Source: an optimization exercise on an open RTL-to-GDS flow (aim: a short achievable clock period and few clock cycles). Production flows keep margins and buffers that such runs may drop.
In this exercise RTL edits were held to simulation tests only and were not proved equivalent to the original.

`flow/design.v`:
```
module ControlUnit(
  input  [5:0] io_opcode,
  output       io_output0,
  output       io_output1,
  output       io_output2,
  output       io_output3,
  output       io_output4,
  output       io_output5
);
  assign io_output0 = io_opcode[0];
  assign io_output1 = io_opcode[1];
  assign io_output2 = io_opcode[2];
  assign io_output3 = io_opcode[3];
  assign io_output4 = io_opcode[4];
  assign io_output5 = io_opcode[5];
endmodule
module ALU(
  input  [5:0]  io_sel,
  input  [31:0] io_oper1,
  input  [31:0] io_oper2,
  output reg        io_comparisonResult,
  output reg [31:0] io_result
);
  wire [63:0] product = io_oper1 * io_oper2;
  always @(*) begin
    io_result = 32'h0;
    io_comparisonResult = 1'b0;
    case (io_sel)
      6'b010000: io_result = io_oper1 + io_oper2;           
      6'b010001: io_result = io_oper1 + io_oper2;           
      6'b010010: io_result = io_oper1 - io_oper2;           
      6'b100000: io_result = product[31:0];                 
      6'b000100: io_comparisonResult = 1'b1;                
      6'b000101: io_comparisonResult = io_oper1 == io_oper2;  
      6'b000110: io_comparisonResult = io_oper1 < io_oper2;   
      6'b001000: io_result = io_oper2;                      
      6'b001001: io_result = io_oper1;                      
      6'b001010: io_result = io_oper1;                      
      default: ;
    endcase
  end
endmodule
module RegisterFile(
  input         clock,
  input  [4:0]  io_aSel,
  input  [4:0]  io_bSel,
  input  [31:0] io_writeData,
  input  [4:0]  io_writeSel,
  input         io_writeEnable,
  output [31:0] io_a,
  output [31:0] io_b
);
  reg [31:0] regs [0:31];
  always @(posedge clock) begin
    if (io_writeEnable) begin
      regs[io_writeSel] <= io_writeData;
    end
  end
  assign io_a = regs[io_aSel];
  assign io_b = regs[io_bSel];
endmodule
module ProgramCounter(
  input         clock,
  input         reset,
  input         io_stop,
  input         io_jump,
  input         io_run,
  input  [15:0] io_programCounterJump,
  output [15:0] io_programCounter
);
  reg  [15:0] countReg;
  wire [15:0] adderOutput = countReg + 16'h1;
  wire        stopped = io_stop | ~io_run;
  assign io_programCounter = countReg;
  always @(posedge clock) begin
    if (reset) begin
      countReg <= 16'h0;
    end else if (!stopped) begin
      if (io_jump) begin
        countReg <= io_programCounterJump;
      end else begin
        countReg <= adderOutput;
      end
    end
  end
endmodule
module CPUTop(
  input         clock,
  input         reset,
  input         run,
  output        done,
  output [15:0] imem_addr,
  input  [31:0] imem_rdata,
  output [15:0] dmem_addr,
  input  [31:0] dmem_rdata,
  output        dmem_we,
  output [31:0] dmem_wdata
);
  wire [15:0] pc;
  wire [31:0] instruction = imem_rdata;
  wire [5:0]  opcode = instruction[31:26];
  wire [15:0] data = instruction[15:0];
  wire cu0, cu1, cu2, cu3, cu4, cu5;
  wire [31:0] regA, regB, aluResult;
  wire        cmp;
  wire isSD  = opcode == 6'b001001;
  wire isLD  = opcode == 6'b001010;
  wire isEND = opcode == 6'b111111;
  wire isImm = (opcode == 6'b010000) | (opcode == 6'b001000);
  ControlUnit controlUnit(
    .io_opcode(opcode),
    .io_output0(cu0), .io_output1(cu1), .io_output2(cu2),
    .io_output3(cu3), .io_output4(cu4), .io_output5(cu5)
  );
  wire swapSel = cu2 | isSD;
  wire [4:0] aSel = swapSel ? instruction[25:21] : instruction[20:16];
  wire [4:0] bSel = swapSel ? instruction[20:16] : instruction[15:11];
  wire active = run & ~reset;
  wire regWE = active & (isLD | ((cu5 | cu4 | cu3) & ~isSD & ~isEND));
  wire [31:0] regWD = (isSD | isLD) ? dmem_rdata : aluResult;
  RegisterFile registerFile(
    .clock(clock),
    .io_aSel(aSel), .io_bSel(bSel),
    .io_writeData(regWD), .io_writeSel(instruction[25:21]),
    .io_writeEnable(regWE),
    .io_a(regA), .io_b(regB)
  );
  ALU alu(
    .io_sel(opcode),
    .io_oper1(regA),
    .io_oper2(isImm ? {16'h0, data} : regB),
    .io_comparisonResult(cmp),
    .io_result(aluResult)
  );
  ProgramCounter programCounter(
    .clock(clock), .reset(reset),
    .io_stop(isEND),
    .io_jump(cu2 & cmp),
    .io_run(run),
    .io_programCounterJump(data),
    .io_programCounter(pc)
  );
  assign imem_addr  = pc;
  assign dmem_addr  = isLD ? regA[15:0] : regB[15:0];
  assign dmem_we    = active & isSD;
  assign dmem_wdata = aluResult;
  assign done       = ~run | isEND;
endmodule
```
`flow/run.sh`:
```
#!/bin/bash
# synth_recipe.tcl (not shown) runs the flow's synth.tcl, then flattens the netlist and writes it again
# the make line also repeats each setting of config.mk as NAME=value (left out here)
make -C /OpenROAD-flow-scripts/flow DESIGN_CONFIG=/design/flow/config.mk WORK_HOME=/design/flow/orfs CLKGATE_MAP_FILE= SYNTH_SCRIPT=/design/flow/synth_recipe.tcl finish
```
`flow/config.mk`:
```
export PLATFORM = sky130hd
export DESIGN_NAME = CPUTop
export DESIGN_NICKNAME = CPUTop
export VERILOG_FILES = /design/flow/design.v
export SDC_FILE = /design/flow/constraint.sdc
export NUM_CORES = 4
export LEC_CHECK = 0
export CAP_MARGIN = 20
export CORE_MARGIN = 2
export CORE_UTILIZATION = 40
export SLEW_MARGIN = 20
```
`flow/constraint.sdc`:
```
create_clock -name core_clock -period 17.5 [get_ports {clock}]
set_input_delay 3.5000 -clock core_clock [delete_from_list [all_inputs] [get_ports {clock}]]
set_output_delay 3.5000 -clock core_clock [all_outputs]
set_load 0.01 [all_outputs]
```
==> results.toml, run 1 <==
[worst_setup_path]
ff2ff_path_depth = 38
worstReg2RegEnd = "registerFile.regs[3][30]"
critPathKind = "in2out"
slowest_delay_ns = 0.52
start_kind = "input port"
critPathCaptureType = "primary output"
r2r-start = "registerFile.regs[17][7]"
timing.critical_path.arrival_ns = 13.73
crit_fanout = 15
worst-endpoint-required_ns = 14.00
cp_common_cell = "sky130_fd_sc_hd__fa_1"
crit_path_top_delay_cell = "sky130_fd_sc_hd__fa_1"
r2r_setup_slack_ns = 7.60

[logic_synthesis]
synth_ff_type = "sky130_fd_sc_hd__edfxtp_1"
synth_seq_cells = 1040
post_synth_num_cell_types = 103
number_of_flops_mapped_to_enable_cells_by_yosys = 1024
ys_async_sr_fraction_pct = 0
synthesis.area_per_instance_um2 = 9.951
seq_area_frac_synth_pct = 43.37
synth.cell_area_mm2 = 0.07164
synth_top_cell_by_area = "sky130_fd_sc_hd__edfxtp_1"
synth_top_cells_by_area = "sky130_fd_sc_hd__edfxtp_1, sky130_fd_sc_hd__fa_1, sky130_fd_sc_hd__nand2_1"
synth_cells = 7199
synth_top_area_share_pct = 42.92
postSynthNetCount = 7864
yosys_warnings = 3

[hold_path]
hold_path_class = "reg2reg"
hp-start = "programCounter.countReg[0]"
worst_hold_path.num_cells = 2
whs_endpoint = "programCounter.countReg[0]"

[clocking]
clock_tree.buffer_depth = 3
clock_sink_count = 1040
tritoncts_clock_tree = "yes"
worst_setup_hold_path_clk_slew_ns = 0.06
clock_latency_ns = 0.76
tritoncts.num_buffers = 109
clockRootBuffer = "sky130_fd_sc_hd__clkbuf_16"
cts.htree.levels = 3

[floorplanning]
floorplan.die_area_mm2 = 0.1825
core_region_area_mm2 = 0.1782
floorplan.initialDensity_pct = 40.19
boundaryPins = 133
die-width_um = 427.2
core.rowCount = 155
die_height_um = 427.2

[outcome]
run_status = "complete, no violations"

[route]
avgViaCountPerCell = 6.273
drt_first_iter_violations = 10610
number_of_detailed_routing_iterations_run_before_antenna_repair = 6
vias = 65790
mean_routed_wirelength_per_cell_um = 31.89
drcViolationCount = 0
postRouteAntennaNets = 0
totalWireLength_um = 334500

[sta]
setup_viol = 0
final_period_minus_worst_setup_slack_ns = 17.23
hold_violations = 0
worstMarginPinSlew_ns = 1.250
max_clock_freq_mhz = 58.03
slew_violations = 0
min_period_over_period_pct = 98.47
worst_clock_skew_ns = 0.04100
maxSlewHeadroom_pct = 16.45

[global_routing]
grt_max_degree = 58
overflow = 0
grt_pass1_vias = 62920
grt_first_pass_wirelength_um = 463500
antenna_violations_before_repair = 14
grt_util_all_layers_pct = 35.59

[final_layout]
post_route_core_utilization_pct = 49.83
layout.filler_cells = 16010
layout.cells.most_common = "sky130_fd_sc_hd__nand2_1"
finish.net_count = 8709
layoutNonFillerInstCount = 10490
layout-drive-gt1-share_pct = 19.77
area_delta_synth_final_pct = 23.97
layout.cells.most_common_list = "sky130_fd_sc_hd__nand2_1, sky130_fd_sc_hd__edfxtp_1, sky130_fd_sc_hd__buf_4"

[placed_design]
dp_cells = 10200
port_buffers = 132
hpwl_um = 234000
final_weighted_congestion_of_routability_driven_global_placement = 0.9941

[flow_run]
drv.max_cap_violation_count = 0
-- cells by family (layout without fill, tap and decap cells) --
kind of cell	count (synthesis)	after routing	share of synthesized area [%]
simple gates	2974	2977	18.06
xor+xnor	82	82	1.099
compound gates	1221	1221	12.44
buf+inv	1039	1965	6.513
other cells	0	3	0
mux	245	247	3.780
fa+ha+maj	598	598	14.74
flops	1040	1040	43.37
-- metrics by stage --
step                      setup WS (ns)  TNS [ns]  hold WS, ns  cell area, µm²
after floorplan                  0.5791         0       0.5117           71640
after global placement           -1.375    -5.957       0.4882           82870
after detailed placement         -1.240    -6.145       0.4945           82920
after CTS                       -0.1449   -0.2870       0.5058           87300
after global routing           -0.05210  -0.06490       0.5423           88800
final                            0.2671         0       0.5166           88800
-- cell type report --
type | instances | area [µm²] | share of cell area [%]
Antenna cell | 3 | 7.507 | 0.008454
Clock buffer | 138 | 2900 | 3.266
Clock inverter | 59 | 574.3 | 0.6467
Inverter | 532 | 2028 | 2.284
Multi-Input combinational cell | 5125 | 37400 | 42.12
Sequential cell | 1040 | 31070 | 34.99
Tap cell | 2355 | 2947 | 3.318
Timing Repair Buffer | 1236 | 11870 | 13.37
-- state kept, by name (all words and copies together) (netlist names) --
register	count
registerFile.regs	1024
programCounter.countReg	16
-- cells in the mapped netlist, types with 17 or more instances --
master	n
sky130_fd_sc_hd__nand2_1	1603
sky130_fd_sc_hd__edfxtp_1	1024
sky130_fd_sc_hd__inv_1	511
sky130_fd_sc_hd__nor2_1	488
sky130_fd_sc_hd__fa_1	410
sky130_fd_sc_hd__nand3_1	376
sky130_fd_sc_hd__and3_1	237
sky130_fd_sc_hd__buf_2	207
sky130_fd_sc_hd__mux2i_1	198
sky130_fd_sc_hd__a211oi_1	197
sky130_fd_sc_hd__ha_1	188
sky130_fd_sc_hd__a21oi_1	184
sky130_fd_sc_hd__clkbuf_1	179
sky130_fd_sc_hd__a31oi_1	156
sky130_fd_sc_hd__o21ai_0	109
sky130_fd_sc_hd__a311oi_1	108
sky130_fd_sc_hd__xnor2_1	60
sky130_fd_sc_hd__buf_4	59
sky130_fd_sc_hd__nand4_1	52
sky130_fd_sc_hd__nor3_1	51
sky130_fd_sc_hd__and2_1	42
sky130_fd_sc_hd__a221oi_1	40
sky130_fd_sc_hd__buf_6	38
sky130_fd_sc_hd__a32oi_1	37
sky130_fd_sc_hd__a22oi_1	35
sky130_fd_sc_hd__a21o_1	33
sky130_fd_sc_hd__o22ai_1	30
sky130_fd_sc_hd__a2111oi_0	29
sky130_fd_sc_hd__nor2b_1	27
sky130_fd_sc_hd__mux2_2	26
sky130_fd_sc_hd__nand2b_1	25
sky130_fd_sc_hd__o21bai_1	25
sky130_fd_sc_hd__buf_1	24
sky130_fd_sc_hd__a221o_1	23
sky130_fd_sc_hd__a32o_1	21
sky130_fd_sc_hd__o211ai_1	21
sky130_fd_sc_hd__o221ai_1	18
sky130_fd_sc_hd__or3_1	18
sky130_fd_sc_hd__xor2_1	17
-- critical path: cells and delay by family --
family	cells	cell delay, ns
adder cells (fa/ha/maj)	9	3.93
buffers and inverters	19	2.58
AND/OR/NAND/NOR	8	1.80
AO/OA/AOI/OAI	8	1.52
multiplexers	1	0.34
-- per-layer routing --
metal / track usage, % / up-vias / routed length, µm
met5: 0 / - / 80
met2: 54.49 / 5005 / 146000
met3: 8.109 / 1124 / 40000
met4: 22.80 / 12 / 26020
li1: - / 27230 / -
met1: 45.40 / 32420 / 122300
-- worst max path at each step --
stage,end,start,cells after the start
after global placement,dmem_wdata[30],imem_rdata[30],40
after detailed placement,dmem_wdata[30],imem_rdata[31],38
after CTS,dmem_wdata[30],imem_rdata[26],46
after global routing,dmem_wdata[30],imem_rdata[30],44
after floorplan,dmem_wdata[30],imem_rdata[30],41
final,dmem_wdata[30],imem_rdata[30],45
-- what timing repair did --
| action | CTS | global route |
|---|---|---|
| setup endpoints to repair | 11 | 10 |
| hold buffers | 0 | 0 |
| gates cloned | 8 | 8 |
| pin swaps | 24 | 75 |
| resized for setup | 110 | 214 |
| buffers inserted | 29 | 46 |
Testbench counts, summed over its fixed seeds: cycles 201,258.
==> run 2, diff against run 1 <==
==> flow/design.v (replaced) <==
module CPUTop(
  input         clock,
  input         reset,
  input         run,
  output        done,
  output [15:0] imem_addr,
  input  [31:0] imem_rdata,
  output [15:0] dmem_addr,
  input  [31:0] dmem_rdata,
  output        dmem_we,
  output [31:0] dmem_wdata
);
  localparam [5:0] OP_JR=6'b000100, OP_JEQ=6'b000101, OP_JLT=6'b000110,
                   OP_LI=6'b001000, OP_SD=6'b001001, OP_LD=6'b001010, OP_ADDI=6'b010000,
                   OP_ADD=6'b010001, OP_SUB=6'b010010, OP_MULT=6'b100000, OP_END=6'b111111;
  reg [31:0] regs [0:31];
  reg        e_v;       
  reg        e_end;     
  reg        e_sd, e_ld, e_wen, e_jr, e_jeq, e_jlt;
  reg        e_add, e_sub, e_mul, e_li;
  reg [4:0]  e_a;
  reg [15:0] e_imm;
  reg [31:0] e_ra, e_rb, e_op2;
  reg [15:0] npc;       
  wire eq = e_ra == e_rb;
  wire lt = e_ra < e_rb;
  wire taken = e_jr | (e_jeq & eq) | (e_jlt & lt);
  assign imem_addr = taken ? e_imm : npc;
  wire [31:0] sum  = e_rb + e_op2;
  wire [31:0] diff = e_rb - e_op2;
  wire [31:0] prod = e_rb * e_op2;
  reg  [31:0] res;
  always @(*) begin
    res = 32'h0;
    if (e_add) res = sum;
    if (e_sub) res = diff;
    if (e_mul) res = prod;
    if (e_li)  res = {16'h0, e_imm};
    if (e_ld)  res = dmem_rdata;
  end
  assign dmem_addr  = e_rb[15:0];
  assign dmem_wdata = e_ra;
  assign dmem_we    = e_sd & run & ~reset;
  assign done       = e_end;
  wire adv = ~reset & ~e_end & (run | ~e_v);
  wire wr  = e_wen & run & ~reset;
  always @(posedge clock) begin
    if (wr) regs[e_a] <= res;
  end
  wire [31:0] ins = imem_rdata;
  wire [5:0]  op  = ins[31:26];
  wire [4:0]  fa  = ins[25:21];
  wire [4:0]  fb  = ins[20:16];
  wire [4:0]  fc  = ins[15:11];
  wire [15:0] imm = ins[15:0];
  wire fwd_a = e_wen & (e_a == fa);
  wire fwd_b = e_wen & (e_a == fb);
  wire fwd_c = e_wen & (e_a == fc);
  wire [31:0] va = fwd_a ? res : regs[fa];
  wire [31:0] vb = fwd_b ? res : regs[fb];
  wire [31:0] vc = fwd_c ? res : regs[fc];
  wire d_sd  = op == OP_SD;
  wire d_ld  = op == OP_LD;
  wire d_end = op == OP_END;
  wire d_imm = (op == OP_ADDI) | (op == OP_LI);
  wire d_wen = d_ld | ((op[5] | op[4] | op[3]) & ~d_sd & ~d_end);
  always @(posedge clock) begin
    if (reset) begin
      e_v <= 1'b0; e_end <= 1'b0; e_sd <= 1'b0; e_ld <= 1'b0; e_wen <= 1'b0;
      e_jr <= 1'b0; e_jeq <= 1'b0; e_jlt <= 1'b0;
      npc <= 16'h0;
    end else if (adv) begin
      e_v   <= 1'b1;
      e_end <= d_end;
      e_sd  <= d_sd;
      e_ld  <= d_ld;
      e_wen <= d_wen;
      e_jr  <= op == OP_JR;
      e_jeq <= op == OP_JEQ;
      e_jlt <= op == OP_JLT;
      npc   <= imem_addr + 16'h1;
    end
  end
  always @(posedge clock) begin
    if (adv) begin
      e_add <= (op == OP_ADD) | (op == OP_ADDI);
      e_sub <= op == OP_SUB;
      e_mul <= op == OP_MULT;
      e_li  <= op == OP_LI;
      e_a   <= fa;
      e_imm <= imm;
      e_ra  <= va;
      e_rb  <= vb;
      e_op2 <= d_imm ? {16'h0, imm} : vc;
    end
  end
endmodule
--- a/flow/config.mk
+++ b/flow/config.mk
@@ -5,7 +5,9 @@
 export SDC_FILE = /design/flow/constraint.sdc
 export NUM_CORES = 4
 export LEC_CHECK = 0
+export ABC_CLOCK_PERIOD_IN_PS = 6000
 export CAP_MARGIN = 20
 export CORE_MARGIN = 2
 export CORE_UTILIZATION = 40
+export SETUP_SLACK_MARGIN = 5
 export SLEW_MARGIN = 20
==> results.toml, run 2 <==
[global_routing]
antenna_violations_before_repair = 5
grt_max_degree = 119
grt_pass1_vias = 53830
overflow = 0
grt_util_all_layers_pct = 27.18
grt_first_pass_wirelength_um = 398400

[floorplanning]
core.rowCount = 165
die-width_um = 455.1
floorplan.initialDensity_pct = 40.27
core_region_area_mm2 = 0.2021
boundaryPins = 133
floorplan.die_area_mm2 = 0.2071
die_height_um = 455.1

[logic_synthesis]
synth_top_cells_by_area = "sky130_fd_sc_hd__edfxtp_1, sky130_fd_sc_hd__mux4_2, sky130_fd_sc_hd__fa_1"
synth_top_cell_by_area = "sky130_fd_sc_hd__edfxtp_1"
synth.cell_area_mm2 = 0.08138
synthesis.area_per_instance_um2 = 14.78
synth_ff_type = "sky130_fd_sc_hd__edfxtp_1"
ys_async_sr_fraction_pct = 0
synth_top_area_share_pct = 42.25
number_of_flops_mapped_to_enable_cells_by_yosys = 1145
yosys_warnings = 1
most_used_standard_cells_in_the_synthesized_netlist = "sky130_fd_sc_hd__edfxtp_1, sky130_fd_sc_hd__mux4_2, sky130_fd_sc_hd__inv_1, sky130_fd_sc_hd__nor2_1, sky130_fd_sc_hd__fa_1"
postSynthNetCount = 6202
post-synth-top-count-cell = "sky130_fd_sc_hd__edfxtp_1"
seq_area_frac_synth_pct = 42.84
synth_cells = 5507
post_synth_num_cell_types = 96
synth_seq_cells = 1169

[sta]
worstMarginPinSlew_ns = 1.193
worst_clock_skew_ns = 0.03198
fin_setup_tns_ns = 0
maxSlewHeadroom_pct = 19.61
min_period_over_period_pct = 56.49
final_period_minus_worst_setup_slack_ns = 9.886
setup_viol = 0
max_clock_freq_mhz = 101.2
rsz0062_at_grt = "no"
slew_violations = 0
post-route-worst-setup-slack_ns = 7.614
hold_violations = 0

[clocking]
post_cts.repair.setup_buffers = 0
clockRootBuffer = "sky130_fd_sc_hd__clkbuf_16"
clock_tree.buffer_depth = 3
clock_latency_ns = 0.77
postCtsHoldBufs = 0
cts.htree.levels = 3
cts_repair_resize_count = 0
tritoncts.num_buffers = 115
worst_setup_hold_path_clk_slew_ns = 0.07
tritoncts_clock_tree = "yes"
clock_sink_count = 1169

[final_layout]
layout-drive-gt1-share_pct = 25.51
post_route_core_utilization_pct = 44.32
largest_register_ff_count = 1024
layout.cells.most_common = "sky130_fd_sc_hd__edfxtp_1"
layout.cells.most_common_list = "sky130_fd_sc_hd__edfxtp_1, sky130_fd_sc_hd__mux4_2, sky130_fd_sc_hd__inv_1"
finish.net_count = 6174
top_reg_by_flops = "regs"
area_delta_synth_final_pct = 10.06

[worst_setup_path]
worst-endpoint-required_ns = 17.81
crit_fanout = 32
critPathBufInv = 6
cp_common_cell = "sky130_fd_sc_hd__fa_1"
critPathCaptureType = "register"
start_kind = "register"
cp_top_family = "adder cells"
critPathKind = "reg2reg"
crit_path_top_delay_cell = "sky130_fd_sc_hd__o41ai_1"
timing.critical_path.arrival_ns = 10.20
slowest_delay_ns = 0.89

[placed_design]
final_weighted_congestion_of_routability_driven_global_placement = 0.9582
preCtsSetupSlack_ns = 7.668
hpwl_um = 186100
port_buffers = 132

[route]
avgViaCountPerCell = 6.410
drcViolationCount = 0
drt_first_iter_violations = 7205
number_of_detailed_routing_iterations_run_before_antenna_repair = 6
vias = 52900
totalWireLength_um = 281100
mean_routed_wirelength_per_cell_um = 34.06
postRouteAntennaNets = 0

[outcome]
run_status = "complete, no violations"

[flow_run]
drv.max_cap_violation_count = 0

[hold_path]
hold_path_class = "reg2reg"
-- run 2: cell count changes after synthesis, sizes merged, moves of 151 or more --
cell / change
nand2: -1247
mux4: +945
nand3: -353
and3: -218
buf: -179
mux2i: -151
-- run 2: cells by family after synthesis --
group / Yosys count / share of synthesized area [%]
compound gates: 593 / 4.809
xor+xnor: 121 / 1.319
fa+ha+maj: 628 / 13.44
buf+inv: 912 / 4.375
flops: 1169 / 42.84
mux: 1049 / 27.72
simple gates: 1035 / 5.501
-- run 2: stage by stage --
stage	instance area [µm²]	cells	hold WS (ns)
CTS	89570	8251	0.4806
global route	89570	8251	0.4955
floorplan	81380	5507	0.4381
detailed placement	85750	8034	0.4720
global placement	85750	8034	0.4499
finish	89570	8253	0.4856
-- run 2: path summary, 6_finish.rpt --
kind            start      endpoint  slack, ns  cells after the start
min reg2reg   npc[10]       npc[10]       0.49                      2
max          e_op2[5]  regs[14][31]       7.61                     25
min           npc[10]       npc[10]       0.49                      2
max reg2reg  e_op2[5]  regs[14][31]       7.61                     25
-- run 2: routing by layer --
layer  track usage, %  routed length, µm  vias up
met3            5.488              26840      642
li1                 -                  -    21160
met5                0                 34        -
met1            34.36             101600    27940
met4            14.82              17640        4
met2            44.08             135000     3163
-- run 2: worst reg2reg max path, stage by stage (launching register included) --
cell and delay, ns:
sky130_fd_sc_hd__edfxtp_1 0.53, sky130_fd_sc_hd__inv_1 0.72, sky130_fd_sc_hd__nor2_1 0.19, sky130_fd_sc_hd__fa_1 0.61, sky130_fd_sc_hd__fa_1 0.45, sky130_fd_sc_hd__fa_1 0.52, sky130_fd_sc_hd__inv_1 0.05, sky130_fd_sc_hd__fa_1 0.48
sky130_fd_sc_hd__inv_1 0.06, sky130_fd_sc_hd__fa_1 0.51, sky130_fd_sc_hd__inv_1 0.06, sky130_fd_sc_hd__fa_1 0.53, sky130_fd_sc_hd__inv_1 0.05, sky130_fd_sc_hd__fa_1 0.50, sky130_fd_sc_hd__fa_1 0.42, sky130_fd_sc_hd__ha_1 0.36
sky130_fd_sc_hd__a21oi_1 0.19, sky130_fd_sc_hd__o21ai_0 0.10, sky130_fd_sc_hd__a21o_1 0.19, sky130_fd_sc_hd__a21oi_1 0.33, sky130_fd_sc_hd__o22ai_1 0.17, sky130_fd_sc_hd__o41ai_1 0.89, sky130_fd_sc_hd__xor2_1 0.23, sky130_fd_sc_hd__a21oi_1 0.09
sky130_fd_sc_hd__o22ai_1 0.58, sky130_fd_sc_hd__inv_1 0.63
-- run 2: final cells by class --
| cell class | instances | area, µm² |
|---|---|---|
| inverter | 506 | 1904 |
| tap | 2672 | 3343 |
| clock inverter | 84 | 823.3 |
| antenna | 2 | 5.005 |
| clock buffer | 133 | 2998 |
| fill | 17610 | 112500 |
| timing repair buffer | 261 | 2359 |
| sequential | 1169 | 34860 |
| multi-input combinational | 3426 | 43280 |
Testbench counts of run 2, summed over its fixed seeds: cycles 201,258.

[static timing again, ports no longer ideal]
No port has a modelled driver above. Below, the same layouts with a new extraction and two added sets of constraints. Step 1 (the two cells are an assumption about what drives the block):
set clk [get_ports {clock}]
set_driving_cell -lib_cell sky130_fd_sc_hd__clkbuf_16 $clk
set_driving_cell -lib_cell sky130_fd_sc_hd__buf_2 [delete_from_list [all_inputs] $clk]
Step 2 adds t to the input delays and takes it off the output delays; t is the mean of the earliest and latest rising clock arrival at the registers after step 1. Input paths then give back, and output paths get back, about the clock's delay inside the block. Slacks: ideal ports / drivers / drivers and shift; pairs: ideal ports / drivers.
run | shift t [ns] | setup slack, ns | hold WS [ns] | worst setup path after step 2 | pins driven straight from the clock port
run 1 | 0.824 | 0.267 / 0.238 / 0.238 | 0.517 / 0.517 / 0.517 | input to output | 1
run 2 | 0.841 | 7.614 / 7.614 / 7.614 | 0.486 / 0.486 / 0.486 | register to register | 1
After both steps every run listed still meets setup and hold. The setup slack of run 1, which loses most, moves by -0.029 ns with the drivers and by -0.029 ns with both steps.
